Source: an optimization exercise on an open RTL-to-GDS flow (aim: small area, a short achievable clock period and few clock cycles). Production flows keep margins and buffers that such runs may drop. Function was checked by simulation only, so behaviour that the tests miss may differ from the original. Power figures rest on the tool's default switching activity, not on a simulated workload.

File: flow/run.sh
#!/bin/bash
# synth_recipe.tcl (not shown) runs the flow's synth.tcl, then flattens the netlist and writes it again
# the make line also repeats each setting of config.mk as NAME=value (left out here)
make -C /OpenROAD-flow-scripts/flow DESIGN_CONFIG=/design/flow/config.mk WORK_HOME=/design/flow/orfs CLKGATE_MAP_FILE= SYNTH_SCRIPT=/design/flow/synth_recipe.tcl finish
File: flow/constraint.sdc
create_clock -name core_clock -period 12.0 [get_ports {clk}]
set_input_delay 2.4000 -clock core_clock [delete_from_list [all_inputs] [get_ports {clk}]]
set_output_delay 2.4000 -clock core_clock [all_outputs]
set_load 0.01 [all_outputs]
File: flow/design.v
module CHIP (	mem_read_D,
				mem_write_D,
				mem_addr_D,
				mem_rdata_D,
				mem_wdata_D,
				mem_ready_D,
				mem_read_I,
				mem_write_I,
				mem_addr_I,
				mem_rdata_I,
				mem_wdata_I,
				mem_ready_I,
				clk,
				rst_n,
				DCACHE_addr,
				DCACHE_wdata,
				DCACHE_wen
				);
output			mem_read_I;
output			mem_write_I;
output	[31:4]	mem_addr_I;
input	[127:0]	mem_rdata_I;
output	[127:0]	mem_wdata_I;
input			mem_ready_I;
output			mem_read_D;
output			mem_write_D;
output	[31:4]	mem_addr_D;
input	[127:0]	mem_rdata_D;
output	[127:0]	mem_wdata_D;
input			mem_ready_D;
input			clk, rst_n;
output	[29:0]	DCACHE_addr;
output	[31:0]	DCACHE_wdata;
output			DCACHE_wen;
localparam IS = 2;             
localparam ISB = 1;            
localparam IW = 3;             
localparam IWB = 2;            
localparam INB = 3;            
localparam DS = 1;             
localparam DSB = 0;            
localparam DW = 2;             
localparam DWB = 1;            
localparam DNB = 1;            
localparam ITW = 10 - ISB;     
localparam DTW = 10 - DSB;
localparam PREFETCH = 1;       
localparam IFWD = 1;           
localparam DFWD = 1;           
reg  [13:0] pc;
reg         id_v;              
reg  [31:0] id_ins;
reg  [13:0] id_pc4;
reg         ex_wr, ex_ld, ex_st, ex_beq, ex_jr, ex_imm;
reg  [3:0]  ex_op;
reg  [4:0]  ex_rd;
reg  [31:0] ex_a, ex_b;
reg  [15:0] ex_im;
reg  [13:0] ex_pc4;
reg  [13:0] ex_bt;
reg  [13:0] ex_addr;           
reg         ex_fa, ex_fb;      
reg         w_wr;
reg  [4:0]  w_rd;
reg  [31:0] w_d;               
reg  [13:2] w_addr;            
reg         st_q;              
reg  [31:0] rf [0:31];
reg  [31:0] rf_ok;             
localparam IN = IS * IW;           
reg  [127:0] ic_data [0:IN-1];     
reg  [ITW-1:0] ic_tag [0:IN-1];
reg  [IN-1:0] ic_val;
reg  [IWB-1:0] ic_age [0:IN-1];    
reg         iq_v;                  
reg  [9:0]  iq_line;
reg         ib_busy;               
reg  [9:0]  ib_line;
wire [9:0]  pc_line = pc[13:4];
wire [9:0]  nx_line = pc_line + 10'd1;
integer r, w;
reg  [IN-1:0] ih, inh;             
reg  [INB-1:0] ih_idx;
reg  [INB-1:0] iv_idx;             
always @(*) begin
	ih_idx = 0;
	iv_idx = 0;
	for (r = 0; r < IN; r = r + 1) begin
		ih[r] = ((r / IW) == (pc_line % IS)) & ic_val[r] & (ic_tag[r] == pc_line[9:ISB]);
		inh[r] = ((r / IW) == (nx_line % IS)) & ic_val[r] & (ic_tag[r] == nx_line[9:ISB]);
		if (ih[r])
			ih_idx = ih_idx | r;
	end
	for (r = IN - 1; r >= 0; r = r - 1)
		if (((r / IW) == (ib_line % IS)) & (ic_age[r] == IW - 1))
			iv_idx = r;
	for (r = IN - 1; r >= 0; r = r - 1)
		if (((r / IW) == (ib_line % IS)) & ~ic_val[r])
			iv_idx = r;
end
wire        ic_hit = |ih;
wire        ic_nhit = |inh;
wire        ib_fill = ib_busy & mem_ready_I;
wire        i_acc = iq_v & (~ib_busy | mem_ready_I);
wire        ib_busy_n = i_acc | (ib_busy & ~mem_ready_I);
wire [9:0]  ib_line_n = i_acc ? iq_line : ib_line;
wire        if_fwd = (IFWD != 0) & ib_fill & (ib_line == pc_line);
wire        if_hit = ic_hit | if_fwd;
wire        i_have_pc = ic_hit | (ib_fill & (ib_line == pc_line)) | (ib_busy_n & (ib_line_n == pc_line));
wire        i_have_nx = ic_nhit | (ib_fill & (ib_line == nx_line)) | (ib_busy_n & (ib_line_n == nx_line));
assign mem_read_I = iq_v;
assign mem_addr_I = {18'd0, iq_line};
assign mem_write_I = 1'b0;
assign mem_wdata_I = 128'd0;
wire [127:0] if_line = if_fwd ? mem_rdata_I : ic_data[ih_idx];
reg  [31:0] if_ins;
always @(*) begin
	case (pc[3:2])
	2'd0: if_ins = if_line[31:0];
	2'd1: if_ins = if_line[63:32];
	2'd2: if_ins = if_line[95:64];
	default: if_ins = if_line[127:96];
	endcase
end
wire        iage_upd = ib_fill | ic_hit;
wire [INB-1:0] iage_idx = ib_fill ? iv_idx : ih_idx;
always @(posedge clk or negedge rst_n) begin
	if (~rst_n) begin
		ic_val <= 0;
		for (r = 0; r < IN; r = r + 1)
			ic_age[r] <= r % IW;
		ib_busy <= 1'b0;
		iq_v <= 1'b0;
	end else begin
		if (ib_fill)
			ic_val[iv_idx] <= 1'b1;
		if (iage_upd & (IW > 1))
			for (r = 0; r < IN; r = r + 1)
				if ((r / IW) == (iage_idx / IW)) begin
					if (r == iage_idx)
						ic_age[r] <= 0;
					else if (ic_age[r] < ic_age[iage_idx])
						ic_age[r] <= ic_age[r] + 1'b1;
				end
		ib_busy <= ib_busy_n;
		iq_v <= ~i_have_pc | ((PREFETCH != 0) & ~i_have_nx);
	end
end
always @(posedge clk) begin
	iq_line <= ~i_have_pc ? pc_line : nx_line;
	if (i_acc)
		ib_line <= iq_line;
	if (ib_fill) begin
		ic_data[iv_idx] <= mem_rdata_I;
		ic_tag[iv_idx] <= ib_line[9:ISB];
	end
end
localparam DN = DS * DW;           
reg  [31:0] dc_data [0:DN*4-1];    
reg  [DTW-1:0] dc_tag [0:DN-1];
reg  [DN-1:0] dc_val, dc_dirty;
reg  [DWB-1:0] dc_age [0:DN-1];    
reg         dq_rd, dq_wr;          
reg  [9:0]  dq_line;
reg  [127:0] dq_wdata;
reg         wb_pend;               
reg  [9:0]  wb_line;
reg         db_busy;               
reg         db_rd;                 
reg         f_pend;                
reg  [9:0]  f_line;
reg  [DNB-1:0] f_idx;              
reg         f_st;                  
reg  [1:0]  f_word;
reg  [31:0] f_data;
wire [9:0]  m_line = ex_addr[13:4];
wire [DTW-1:0] m_tag = m_line[9:DSB];
wire        m_ld = ex_ld;
wire        m_st = ex_st;
wire        m_mem = m_ld | m_st;
wire [31:0] m_sd = fb;
reg  [DN-1:0] dh;                  
reg  [DN-1:0] d_inset;             
reg  [DNB-1:0] h_idx;              
reg  [DNB-1:0] v_idx;              
reg         v_found;
always @(*) begin
	h_idx = 0;
	v_idx = 0;
	v_found = 1'b0;
	for (r = 0; r < DN; r = r + 1) begin
		d_inset[r] = ((r / DW) == (m_line % DS));
		dh[r] = d_inset[r] & dc_val[r] & (dc_tag[r] == m_tag);
		if (dh[r])
			h_idx = h_idx | r;
	end
	for (r = DN - 1; r >= 0; r = r - 1)
		if (d_inset[r] & (dc_age[r] == DW - 1)) begin
			v_idx = r;
			v_found = 1'b1;
		end
	for (r = DN - 1; r >= 0; r = r - 1)
		if (d_inset[r] & ~dc_val[r])
			v_idx = r;
end
wire        dc_hit = |dh;
wire        dc_vdirty = dc_val[v_idx] & dc_dirty[v_idx];
wire        d_acc = (dq_rd | dq_wr) & (~db_busy | mem_ready_D);
wire        d_fill = db_busy & db_rd & mem_ready_D;
wire        d_conf = (f_pend & (h_idx == f_idx)) | (d_fill & m_st);
wire        d_hitok = dc_hit & ~d_conf;
wire        d_fwd = (DFWD != 0) & d_fill & ~f_st & m_ld & (m_line == f_line);
wire        d_free = ~f_pend & ~dq_rd & ~dq_wr;
wire        d_issue = d_free & m_mem & ~dc_hit;
wire        d_ok = d_hitok | d_fwd | (d_issue & m_st);
wire        dstall = m_mem & ~d_ok;
assign mem_read_D  = dq_rd;
assign mem_write_D = dq_wr;
assign mem_addr_D  = {18'd0, dq_line};
assign mem_wdata_D = dq_wdata;
reg  [31:0] m_fw;
always @(*) begin
	case (ex_addr[3:2])
	2'd0: m_fw = mem_rdata_D[31:0];
	2'd1: m_fw = mem_rdata_D[63:32];
	2'd2: m_fw = mem_rdata_D[95:64];
	default: m_fw = mem_rdata_D[127:96];
	endcase
end
wire [31:0] m_ldw = d_fwd ? m_fw : dc_data[{h_idx,ex_addr[3:2]}];
wire        m_stw = m_st & d_hitok;
wire        dw_fst = d_fill & f_st;
wire [31:0] dw_sd = dw_fst ? f_data : m_sd;
reg  [3:0]  dw_st;                 
reg  [DN*4-1:0] dw_en;
always @(*) begin
	for (w = 0; w < 4; w = w + 1)
		dw_st[w] = (m_stw & (ex_addr[3:2] == w)) | (dw_fst & (f_word == w));
	for (r = 0; r < DN; r = r + 1)
		for (w = 0; w < 4; w = w + 1)
			dw_en[r*4+w] = (m_stw & dh[r] & (ex_addr[3:2] == w)) |
			               (d_fill & (f_idx == r));
end
wire        age_upd = d_fill | (m_mem & d_hitok);
wire [DNB-1:0] age_idx = d_fill ? f_idx : h_idx;
always @(posedge clk or negedge rst_n) begin
	if (~rst_n) begin
		dc_val <= 0;
		dc_dirty <= 0;
		for (r = 0; r < DN; r = r + 1)
			dc_age[r] <= r % DW;
		dq_rd <= 1'b0;
		dq_wr <= 1'b0;
		wb_pend <= 1'b0;
		db_busy <= 1'b0;
		f_pend <= 1'b0;
	end else begin
		if (d_issue) begin
			dq_rd <= 1'b1;
			wb_pend <= dc_vdirty;
			f_pend <= 1'b1;
		end else if (d_acc) begin
			dq_rd <= 1'b0;
			dq_wr <= dq_rd & wb_pend;
			wb_pend <= 1'b0;
		end
		if (d_acc)
			db_busy <= 1'b1;
		else if (mem_ready_D)
			db_busy <= 1'b0;
		if (d_fill) begin
			dc_val[f_idx] <= 1'b1;
			dc_dirty[f_idx] <= f_st;
			f_pend <= 1'b0;
		end
		if (m_stw)
			dc_dirty[h_idx] <= 1'b1;
		if (age_upd & (DW > 1))
			for (r = 0; r < DN; r = r + 1)
				if ((r / DW) == (age_idx / DW)) begin
					if (r == age_idx)
						dc_age[r] <= 0;
					else if (dc_age[r] < dc_age[age_idx])
						dc_age[r] <= dc_age[r] + 1'b1;
				end
	end
end
always @(posedge clk) begin
	if (d_acc)
		db_rd <= dq_rd;
	if (d_issue) begin
		dq_line <= m_line;
		dq_wdata <= {dc_data[{v_idx,2'd3}], dc_data[{v_idx,2'd2}],
		             dc_data[{v_idx,2'd1}], dc_data[{v_idx,2'd0}]};
		wb_line <= (dc_tag[v_idx] << DSB) | (m_line % DS);
		f_line <= m_line;
		f_idx <= v_idx;
		f_st <= m_st;
		f_word <= ex_addr[3:2];
		f_data <= m_sd;
	end else if (d_acc)
		dq_line <= wb_line;
	for (r = 0; r < DN; r = r + 1)
		for (w = 0; w < 4; w = w + 1)
			if (dw_en[r*4+w])
				dc_data[r*4+w] <= dw_st[w] ? dw_sd : mem_rdata_D[32*w +: 32];
	if (d_fill)
		dc_tag[f_idx] <= f_line[9:DSB];
end
assign DCACHE_wen = st_q;
assign DCACHE_addr = {18'd0, w_addr};
assign DCACHE_wdata = w_d;
wire [5:0]  if_op = if_ins[31:26];
wire        if_j = (if_op == 6'h02) | (if_op == 6'h03);
wire [13:0] pc4 = pc + 14'd4;
wire [5:0]  op = id_ins[31:26];
wire [4:0]  rs = id_ins[25:21];
wire [4:0]  rt = id_ins[20:16];
wire [4:0]  rd = id_ins[15:11];
wire [5:0]  fn = id_ins[5:0];
wire        is_r = (op == 6'h00);
wire        is_nop = (id_ins == 32'd0);
wire        is_jr = is_r & ((fn == 6'h08) | (fn == 6'h09));
wire        is_jalr = is_r & (fn == 6'h09);
wire        is_jal = (op == 6'h03);
wire        is_j = (op == 6'h02);
wire        is_beq = (op == 6'h04);
wire        is_lw = (op == 6'h23);
wire        is_sw = (op == 6'h2B);
wire        d_wr = id_v & ~(is_beq | is_j | (is_r & (fn == 6'h08)) | is_sw | is_nop);
wire [4:0]  d_rd = (is_jal | is_jalr) ? 5'd31 : is_r ? rd : rt;
wire        use_rs = ~(is_j | is_jal);
wire        use_rt = is_r | is_beq | is_sw;
reg  [3:0]  d_op;
always @(*) begin
	case (op)
	6'h00:
		case (fn)
		6'h22: d_op = 4'd1;
		6'h24: d_op = 4'd2;
		6'h25: d_op = 4'd3;
		6'h26: d_op = 4'd4;
		6'h00: d_op = 4'd5;
		6'h03: d_op = 4'd7;
		6'h02: d_op = 4'd7;
		6'h2A: d_op = 4'd8;
		6'h1B: d_op = 4'd9;
		default: d_op = 4'd0;
		endcase
	6'h0C: d_op = 4'd2;
	6'h0D: d_op = 4'd3;
	6'h0E: d_op = 4'd4;
	6'h0A: d_op = 4'd8;
	6'h2B: d_op = 4'd6;
	6'h03: d_op = 4'd10;
	default: d_op = 4'd0;
	endcase
	if (is_jalr)
		d_op = 4'd10;
end
wire [31:0] rf_a = (w_wr & (w_rd == rs)) ? w_d : (rf[rs] & {32{rf_ok[rs]}});
wire [31:0] rf_b = (w_wr & (w_rd == rt)) ? w_d : (rf[rt] & {32{rf_ok[rt]}});
wire        lu = id_v & (is_lw | is_sw) & ex_wr & (ex_rd == rs);
wire [13:0] id_addr = rf_a[13:0] + id_ins[13:0];
wire [31:0] fa = ex_fa ? w_d : ex_a;
wire [31:0] fb = ex_fb ? w_d : ex_b;
wire [31:0] sx = {{16{ex_im[15]}}, ex_im};
wire [31:0] o2 = ex_imm ? sx : fb;
reg  [31:0] alu;
always @(*) begin
	case (ex_op)
	4'd0: alu = fa + o2;
	4'd1: alu = fa - o2;
	4'd2: alu = fa & o2;
	4'd3: alu = fa | o2;
	4'd4: alu = fa ^ o2;
	4'd5: alu = fa << o2;
	4'd6: alu = o2;
	4'd7: alu = fa >> o2;
	4'd8: alu = {31'd0, fa < o2};
	4'd10: alu = {18'd0, ex_pc4};
	default: alu = ~(fa | o2);
	endcase
end
wire [31:0] ex_res = ex_ld ? m_ldw : alu;
wire        ex_taken = (ex_beq & (fa == fb)) | ex_jr;
wire [13:0] ex_tgt = ex_jr ? fa[13:0] : ex_bt;
wire        redir = ex_taken & ~dstall;
wire        id_hold = dstall | lu;
always @(posedge clk or negedge rst_n) begin
	if (~rst_n) begin
		pc <= 14'd0;
		id_v <= 1'b0;
		ex_wr <= 1'b0; ex_ld <= 1'b0; ex_st <= 1'b0; ex_beq <= 1'b0; ex_jr <= 1'b0;
		w_wr <= 1'b0;
		st_q <= 1'b0;
		rf_ok <= 32'd0;
	end else begin
		if (redir) begin
			pc <= ex_tgt;
			id_v <= 1'b0;
		end else if (~id_hold) begin
			if (if_hit) begin
				pc <= if_j ? {if_ins[11:0], 2'b00} : pc4;
				id_v <= 1'b1;
			end else
				id_v <= 1'b0;
		end
		if (~dstall) begin
			if (lu | redir) begin
				ex_wr <= 1'b0; ex_ld <= 1'b0; ex_st <= 1'b0; ex_beq <= 1'b0; ex_jr <= 1'b0;
			end else begin
				ex_wr <= d_wr;
				ex_ld <= id_v & is_lw;
				ex_st <= id_v & is_sw;
				ex_beq <= id_v & is_beq;
				ex_jr <= id_v & is_jr;
			end
		end
		if (~dstall)
			w_wr <= ex_wr;
		st_q <= ~dstall & ex_st;
		if (w_wr)
			rf_ok[w_rd] <= 1'b1;
	end
end
always @(posedge clk) begin
	if (~id_hold & ~redir & if_hit) begin
		id_ins <= if_ins;
		id_pc4 <= pc4;
	end
	if (~dstall) begin
		ex_op <= d_op;
		ex_imm <= ~is_r & ~is_sw;
		ex_rd <= d_rd;
		ex_a <= rf_a;
		ex_b <= rf_b;
		ex_im <= id_ins[15:0];
		ex_pc4 <= id_pc4;
		ex_bt <= id_pc4 + {id_ins[11:0], 2'b00};
		ex_addr <= id_addr;
		ex_fa <= ex_wr & (ex_rd == rs);
		ex_fb <= ex_wr & (ex_rd == rt);
		w_rd <= ex_rd;
		w_d <= ex_res;
		w_addr <= ex_addr[13:2];
	end
	if (w_wr)
		rf[w_rd] <= w_d;
end
endmodule
File: flow/config.mk
export PLATFORM = sky130hd
export DESIGN_NAME = CHIP
export DESIGN_NICKNAME = CHIP
export VERILOG_FILES = /design/flow/design.v
export SDC_FILE = /design/flow/constraint.sdc
export NUM_CORES = 8
export LEC_CHECK = 0
export CAP_MARGIN = 20
export CORE_MARGIN = 2
export CORE_UTILIZATION = 40
export SLEW_MARGIN = 20
==> results.yml <==
status:
  run_status: "timing/DRC/antenna clean"
finish:
  layout_common_cells: "2542 x edfxtp_1, 746 x nand2_1, 718 x mux4_2"
  fin_nets: 9691
  layout_commonest_cell: "edfxtp_1"
  fill_cells: 28200
  syn_to_final_growth_pct: 14.9
  drive_gt1_share_pct: 19.4
clocking:
  cts-root-buf: "clkbuf_16"
  cts_hold_buf: 0
  cts_buffer_depth: 4
  path_clk_slew_ns: 0.08
  cts_buffers: 297
  ctsResizeCount: 0
  cts_tree: "built"
  cts_setup_buffers: 0
  clock_latency_ns: 0.94
  cts_num_sinks: 2657
  htree_levels: 5
min_path:
  min_path_type: "reg -> reg"
timing:
  period_minus_slack_ns: 6.59
  worst_clock_skew_ns: 0.0858
  tns_ns: 0
  worst_pin_slew_ns: 1.29
  hold_viol: 0
  finalMaxSlewViolations: 0
  rsz0062_at_grt: "false"
  fin_crit_sh_pct: 54.9
  maxSlewHeadroom_pct: 13.8
  hold_slack_ns: 0.448
  setup_viol: 0
  timing.fmax_ghz: 0.152
floorplan:
  rows: 209
  die_area_sq_um: 329000
  core_sq_um: 324000
  die_y_um: 574
  die_width_um: 574
  ioPinCount: 639
  start_util_pct: 40.1
placed_design:
  dpl.hpwl_um: 286000
  gp_congestion: 0.984
  io_buffers: 455
power_and_ir_drop:
  max-vdd-ir-drop_uv: 183
  power.leakage_nw: 50.3
  power.density_nw_per_um2: 221
yosys:
  seq_area_frac_synth_pct: 60.9
  synth_xor_area_share_pct: 1.84
  synthFlopType: "edfxtp_1"
  ys_ff_latch: 2657
  synth_edf_count: 2542
  synthAdderAreaFrac_pct: 1.42
  synth_area_sq_um: 130000
  yosys_warnings: 4
  ys_types: 101
  netlist_instances: 8866
  synth.area.mux_share_pct: 17.8
  synthSimpleGateAreaFrac_pct: 6.19
  synth_area_per_cell_sq_um: 14.7
  synth_compound_area_share_pct: 8.38
  synth_top_family_by_area: "multiplexers"
  synthArstFlopShare_pct: 3.20
grt:
  antenna_found_initial: 55
  gr-total-overflow: 0
  grt_pass1_vias: 84700
  grtUsageTotal_pct: 26.8
  grt_start_max_net_pins: 138
  grt_pass1_wl_um: 639000
routing:
  vias_per_cell: 6.19
  vias: 85800
  avgRoutedWirePerCell_um: 32.7
  drc: 0
  wl_um: 454000
  drt_first_pass_iters: 8
  final_antenna_net_count: 0
  drt-initial-drc-count: 11800
worst_setup_path:
  critPathCaptureType: "flip-flop"
  critical_path_class: "reg -> reg"
  arrival_ns: 7.35
  cp-start-kind: "flip-flop"
  crit_fanout: 52
  worst_ep_required_time_ns: 12.75
flow_run:
  drv_cap: 0
==> synth_stat cells (all sizes together) (22+ instances only) <==
library cell  count  share of area (%)
a211oi          120               0.69
a21o             61               0.35
a21oi           273                1.1
a221o            24               0.18
a221oi           67               0.46
a222oi           24               0.18
a22oi            35               0.20
a311oi           22               0.15
a31oi            65               0.31
and3             56               0.27
buf             375                1.8
clkbuf          418                1.2
dfrtp            80                1.5
dfxtp            30               0.46
edfxtp         2542                 59
ha              142                1.4
inv             198               0.57
mux2            240                2.1
mux2i           418                3.2
mux4            718                 12
nand2           750                2.2
nand2b           44               0.21
nand3           184               0.71
nand4            63               0.30
nor2            364                1.1
nor2b            27               0.13
nor3             95               0.38
nor4             71               0.39
o211ai           92               0.54
o21a             22               0.13
o21ai           538                2.1
o21bai           25               0.14
o221ai           35               0.24
o22ai            70               0.34
o31ai            33               0.19
xnor2           173                1.2
xor2             96               0.65
==> layout make-up <==
| cell class | count | area, sq um | area share, % |
|---|---|---|---|
| antenna | 18 | 45.0 | 0.0302 |
| clock buffer | 348 | 7780 | 5.21 |
| clock inverter | 186 | 1900 | 1.27 |
| inverter | 200 | 766 | 0.513 |
| multi-input combinational | 5398 | 47600 | 31.9 |
| sequential | 2657 | 79100 | 53.0 |
| tap | 4325 | 5410 | 3.62 |
| timing repair buffer | 732 | 6750 | 4.52 |
==> worst max-delay path, stage by stage, from the launching register on <==
cell,delay [ns]
edfxtp_1,0.32
buf_4,0.43
mux2_2,0.35
o21ai_4,0.06
buf_4,0.34
inv_2,0.10
buf_4,0.59
fa_1,0.36
o21bai_1,0.09
a21oi_1,0.30
nor2_1,0.15
a211o_1,0.35
and2_1,0.21
a2111oi_1,0.70
a21oi_1,0.36
a221oi_1,0.57
o41ai_1,0.23
or4_1,0.65
a31oi_1,0.24
==> path summary, 6_finish.rpt <==
path	from	endpoint	slack [ns]	cells past startpoint
worst max-delay path	ex_fb	w_d[0]	5.41	18
worst min-delay path	id_pc4[10]	ex_pc4[10]	0.45	0
worst min register to register	id_pc4[10]	ex_pc4[10]	0.45	0
min in group asynchronous	rst_n	st_q	1.40	1
worst max register to register	ex_fb	w_d[0]	5.41	18
max in group asynchronous	rst_n	ex_ld	9.31	2
==> routing by layer <==
layer | vias to the layer above | share of wire [%] | track usage [%]
li1 | 35700 | - | -
met1 | 44200 | 39 | 35.9
met2 | 4860 | 46 | 42.4
met3 | 974 | 9.2 | 5.54
met4 | 66 | 4.8 | 11.3
met5 | - | 0.093 | 0
==> logic make-up after synthesis <==
family                     count (synthesis)
xor gates and xnor gates                 269
AOI/OAI and AO/OA                       1669
other                                      1
DFF                                     2657
muxes                                   1376
adders and majority gates                146
buffers and inverters                    993
and+or+nand+nor                         1755
==> metrics by stage <==
stage	cell area, sq um	total power, W	std cells	setup WS (ns)	util [%]
3_3_place_gp	140000	0.0238	13300	5.22	43.1
5_1_grt	149000	0.0342	13900	5.12	46.1
2_1_floorplan	131000	0.0196	9048	2.36	-
3_5_place_dp	140000	0.0240	13300	5.16	43.1
6_report	149000	0.0330	13900	5.41	46.1
4_1_cts	149000	0.0331	13800	5.45	46.1
==> power by group <==
group / total [W] / switching (W) / internal, W / leakage, nW
logic: 0.0111 / 0.00707 / 0.00401 / 20.9
clock network: 0.00916 / 0.00391 / 0.00525 / 4.71
registers: 0.0128 / 0.000740 / 0.0121 / 24.7
==> registers in the layout, summed over array words and instances (netlist names), 20 cells and up, named ones only <==
name      flops
f_data       32
dc_data     256
rf         1024
id_ins       32
dc_tag       20
rf_ok        32
ic_tag       54
ic_data     768
w_d          32
ex_b         32
dq_wdata    128
ex_a         32
Testbench counts, summed over its fixed seeds: cycles 87,857.

-- static timing again, ports no longer ideal --
The flow's constraints put no driver on any port. The routed layout listed below was extracted and timed again, unchanged, in two steps. Step 1 (the two cells are an assumption about what drives the block):
set clk [get_ports {clk}]
set_driving_cell -lib_cell sky130_fd_sc_hd__clkbuf_16 $clk
set_driving_cell -lib_cell sky130_fd_sc_hd__buf_2 [delete_from_list [all_inputs] $clk]
Step 2 also shifts input and output timing later by t, the mid clock arrival at the registers, as if the neighbouring blocks saw the same clock. Three values: no drivers, after step 1, after step 2; two values: the first two.
shift t [ns]: 1.003
setup slack, ns: 5.406 / 5.406 / 4.955
clock arrival spread, ns: 0.090 / 0.090
worst data-port slew with drivers (ns): 0.18
cell pins on the clock port's net: 1
After both steps setup and hold are still met in this run. The setup slack of this run moves by 0.000 ns with the drivers and by -0.451 ns with both steps.
